From an optimization exercise on the open Yosys and OpenROAD flow, aimed at small area, a short achievable clock period and few clock cycles per item; shortcuts taken in it are not production practice. Only simulation tests tie the RTL to the original design; equivalence was not proved.

== old ==
==> flow/design.v <==
`timescale 1ns / 1ps
module radd #(parameter W = 8, parameter FAST = 0) (
	input  [W-1:0] a,
	input  [W-1:0] b,
	input          ci,
	output [W-1:0] s,
	output         co
);
wire [W:0] c;
assign c[0] = ci;
genvar i;
generate for (i = 0; i < W; i = i + 1) begin : g
	wire p = a[i] ^ b[i];
	assign s[i] = p ^ c[i];
	if (FAST) begin : f
		assign c[i+1] = p ? c[i] : a[i];
	end else begin : r
		assign c[i+1] = (a[i] & b[i]) | (c[i] & p);
	end
end endgenerate
assign co = c[W];
endmodule
module dig10(
	input  [3:0] d,
	input  [3:0] e,
	output [6:0] y
);
wire [5:0] d5;		 
assign d5[1:0] = d[1:0];
radd #(4) a0(.a({2'b00, d[3:2]}), .b(d), .ci(1'b0), .s(d5[5:2]), .co());
assign y[0] = e[0];
radd #(6) a1(.a(d5), .b({3'b000, e[3:1]}), .ci(1'b0), .s(y[6:1]), .co());
endmodule
module bcd2n(
	input  [15:0] bcd,
	output [13:0] n
);
wire [6:0] t, u;
dig10 h(bcd[15:12], bcd[11:8], t);
dig10 l(bcd[7:4], bcd[3:0], u);
wire [8:0] v;		 
assign v[1:0] = u[1:0];
radd #(7) a1(.a(t), .b({2'b00, u[6:2]}), .ci(1'b0), .s(v[8:2]), .co());
wire [8:0] w;		 
assign w[0] = t[0];
radd #(7) a2(.a(t), .b({1'b0, t[6:1]}), .ci(1'b0), .s(w[7:1]), .co(w[8]));
assign n[4:0] = v[4:0];
radd #(9) a3(.a(w), .b({5'd0, v[8:5]}), .ci(1'b0), .s(n[13:5]), .co());
endmodule
module n2bcd(
	input  [13:0] n,
	output [15:0] bcd
);
function [4:0] dbl;	 
	input [3:0] d;
	input b;
	reg c;
	begin
		c = d[3] | (d[2] & (d[1] | d[0]));
		dbl = {c, (d[2] & ~d[1] & ~d[0]) | (d[3] & d[0]),
		          (d[1] & ~d[2]) | (d[1] & d[0]) | (d[3] & ~d[0]),
		          d[0] ^ c, b};
	end
endfunction
reg [3:0] d0, d1, d2, d3;
reg c0, c1, c2;
integer k;
always @(*) begin
	d0 = {1'b0, n[13:11]}; d1 = 4'd0; d2 = 4'd0; d3 = 4'd0;
	for (k = 10; k >= 0; k = k - 1) begin
		{c0, d0} = dbl(d0, n[k]);
		{c1, d1} = dbl(d1, c0);
		{c2, d2} = dbl(d2, c1);
		d3 = {d3[2:0], c2};
	end
end
assign bcd = {d3, d2, d1, d0};
endmodule
`timescale 1ns / 1ps
module bcd_calc(
	input clk,
	input rst,
	input in_valid,
	input [19:0] in_a,
	input [19:0] in_b,
	input [1:0] in_op,        
	output in_ready,
	output out_valid,
	output [19:0] out_result,
	output out_error
);
localparam K1 = 3;
localparam K2 = 8;
localparam K3 = 13;
assign in_ready = 1'b1;
reg [4:0] vp;
always @(posedge clk)
	if (rst) vp <= 5'd0;
	else vp <= {vp[3:0], in_valid};
assign out_valid = vp[4];
reg [15:0] a0, b0;
reg sa0, sb0;
reg [1:0] op0;
always @(posedge clk) begin
	a0 <= in_a[15:0];
	b0 <= in_b[15:0];
	sa0 <= in_a[16];	 
	sb0 <= in_b[16];
	op0 <= in_op;
end
wire [13:0] ma, mb;
bcd2n ca(a0, ma);
bcd2n cb(b0, mb);
wire gt = a0 > b0;
wire is_div0 = op0 == 2'd3;
wire is_mul0 = op0 == 2'd2;
wire is_add0 = ~op0[1];
wire esb = sb0 ^ op0[0];
wire diff = sa0 ^ esb;		 
wire sub_b = is_div0 | (is_add0 & diff & gt);
wire inv_a = is_add0 & diff & ~gt;
wire cin0 = is_div0 | (is_add0 & diff);
wire sign0 = is_add0 ? ((~diff | gt) ? sa0 : esb) : (sa0 ^ sb0);
wire [14:0] bor;	 
assign bor[14] = 1'b0;
genvar i;
generate for (i = 13; i >= 0; i = i - 1) begin : borg
	assign bor[i] = bor[i+1] | mb[i];
end endgenerate
wire m_hi = |(ma[13:1] & {bor[1], bor[2], bor[3], bor[4], bor[5], bor[6], bor[7],
	bor[8], bor[9], bor[10], bor[11], bor[12], bor[13]});
wire err0 = (is_div0 & (b0 == 16'd0)) | (is_mul0 & m_hi);
wire [13:0] xs [0:14];
wire [13:0] zs [0:14];
wire [13:0] ys [0:14];
wire [5:0]  fs [0:14];	 
assign xs[0] = 14'd0;
assign zs[0] = ma;
assign ys[0] = mb ^ {14{sub_b}};
assign fs[0] = {is_div0, is_mul0, inv_a, cin0, err0, sign0};
genvar k;
generate for (k = 1; k <= 14; k = k + 1) begin : row
	wire [13:0] xi, zi, yi;
	wire [5:0] fi;
	if (k - 1 == K1 || k - 1 == K2 || k - 1 == K3) begin : cut
		reg [13:0] xr, zr, yr;
		reg [5:0] fr;
		always @(posedge clk) begin
			xr <= xs[k-1];
			zr <= zs[k-1];
			yr <= ys[k-1];
			fr <= fs[k-1];
		end
		assign xi = xr; assign zi = zr; assign yi = yr; assign fi = fr;
	end else begin : nocut
		assign xi = xs[k-1]; assign zi = zs[k-1]; assign yi = ys[k-1]; assign fi = fs[k-1];
	end
	wire f_div = fi[5], f_mul = fi[4], f_inva = fi[3], f_cin = fi[2];
	wire zb = zi[13];
	wire inj = ~f_mul & (zb ^ f_inva);
	wire [k-1:0] p;
	if (k == 1) begin : p1
		assign p = inj;
	end else begin : pk
		assign p = {xi[k-2:0], inj};
	end
	wire [k-1:0] s;
	wire co;
	radd #(.W(k), .FAST(1)) ad(.a(p), .b(yi[k-1:0]), .ci(f_cin), .s(s), .co(co));
	wire yok;	 
	if (k == 14) begin : yk14
		assign yok = 1'b1;
	end else begin : ykn
		assign yok = &yi[13:k];
	end
	wire q = co & yok;
	wire sel = f_div ? q : f_mul ? zb : ((k == 14) & ~f_div & ~f_mul);
	wire [k-1:0] xo = sel ? s : p;
	if (k == 14) begin : x14
		assign xs[k] = xo;
	end else begin : xk
		assign xs[k] = {{(14-k){1'b0}}, xo};
	end
	assign zs[k] = {zi[12:0], q};
	assign ys[k] = yi;
	wire ovf = (f_mul & zb & co) | ((k == 14) & ~f_div & ~f_mul & ~f_cin & co);
	assign fs[k] = {fi[5:2], fi[1] | ovf, fi[0]};
end endgenerate
wire [5:0] ff = fs[14];
wire [13:0] mag = ff[5] ? zs[14] : xs[14];
wire err3 = ff[1] | (mag > 14'd9999);
wire neg3 = ff[0] & (mag != 14'd0) & ~err3;
wire [15:0] dig;
n2bcd cv(mag, dig);
reg [15:0] res5;
reg neg5, err5;
always @(posedge clk) begin
	res5 <= err3 ? 16'd0 : dig;
	neg5 <= neg3;
	err5 <= err3;
end
assign out_result = {1'b0, neg5, 1'b0, neg5, res5};
assign out_error = err5;
endmodule
export LEC_CHECK = 0
export ABC_AREA = 1
export CAP_MARGIN = 20
export CORE_MARGIN = 2
export CORE_UTILIZATION = 40
export PLACE_DENSITY = 0.6
export SLEW_MARGIN = 20
create_clock -name core_clock -period 42.0 [get_ports {clk}]
run.sh (not shown) runs the stock make flow with config.mk's settings and CLKGATE_MAP_FILE= SYNTH_SCRIPT=/design/flow/synth_recipe.tcl, a recipe that flattens the netlist after the stock synthesis.
Testbench counts of old, summed over its fixed seeds: cycles 8,040, items 8,000.
Modified inputs, new compared to old
--- a/flow/design.v
+++ b/flow/design.v
@@ -89,15 +89,15 @@
 	output [19:0] out_result,
 	output out_error
 );
-localparam K1 = 3;
-localparam K2 = 8;
-localparam K3 = 13;
+localparam K1 = 2;
+localparam K2 = 6;
+localparam K3 = 10;
 assign in_ready = 1'b1;
-reg [4:0] vp;
+reg [5:0] vp;
 always @(posedge clk)
-	if (rst) vp <= 5'd0;
-	else vp <= {vp[3:0], in_valid};
-assign out_valid = vp[4];
+	if (rst) vp <= 6'd0;
+	else vp <= {vp[4:0], in_valid};
+assign out_valid = vp[5];
 reg [15:0] a0, b0;
 reg sa0, sb0;
 reg [1:0] op0;
@@ -188,16 +188,22 @@
 end endgenerate
 wire [5:0] ff = fs[14];
 wire [13:0] mag = ff[5] ? zs[14] : xs[14];
-wire err3 = ff[1] | (mag > 14'd9999);
-wire neg3 = ff[0] & (mag != 14'd0) & ~err3;
+reg [13:0] mag4;
+reg err4, sg4;
+always @(posedge clk) begin
+	mag4 <= mag;
+	err4 <= ff[1];
+	sg4 <= ff[0];
+end
+wire err = err4 | (mag4 > 14'd9999);
 wire [15:0] dig;
-n2bcd cv(mag, dig);
+n2bcd cv(mag4, dig);
 reg [15:0] res5;
 reg neg5, err5;
 always @(posedge clk) begin
-	res5 <= err3 ? 16'd0 : dig;
-	neg5 <= neg3;
-	err5 <= err3;
+	res5 <= err ? 16'd0 : dig;
+	neg5 <= sg4 & (mag4 != 14'd0) & ~err;
+	err5 <= err;
 end
 assign out_result = {1'b0, neg5, 1'b0, neg5, res5};
 assign out_error = err5;
- Post-route non-filler standard cell count was higher in new than in old.
- Compare new and old | area growth from synthesis to layout higher: old
- Between old and new, the flow reports total wire length decreasing by a few percent.
- Looking only at fraction of synthesized cell area in xor and xnor cells, and setting everything else aside, the higher value of new and old goes to old.
- On footprint of the multi-input gates, the higher figure sits with new, not old.
- The run showing the smaller average size of a mapped cell is old.
- There was hardly any difference in mux share of post-synthesis cell area between new and old.
Testbench counts of new, summed over its fixed seeds: cycles 8,048, items 8,000.

## re-timing with driven ports
In the flow no input, the clock included, has a driving cell. The finished layouts below were timed again as built, in two steps.
Step 1 sets driving cells, clkbuf_16 on the clock port and buf_2 on the other inputs (assumed; they add their load-dependent delay and slew).
Step 2 times the ports against the registers' clock, not the clock port: input delays grow and output delays shrink by t, the midpoint of the rising clock arrivals with the driver on.
a / b / c = ideal ports / drivers / drivers and shift; a / b = the first two.
run	shift t [ns]	slack for setup (ns)	hold WS [ns]	worst setup path at the end	pins driven straight from the clock port
old	0.486	31.214 / 31.214 / 31.214	0.331 / 0.331 / 0.331	register to register	1
new	0.492	32.287 / 32.240 / 32.732	0.329 / 0.329 / 0.329	register to output	1
After both steps setup and hold are still met in every run listed.
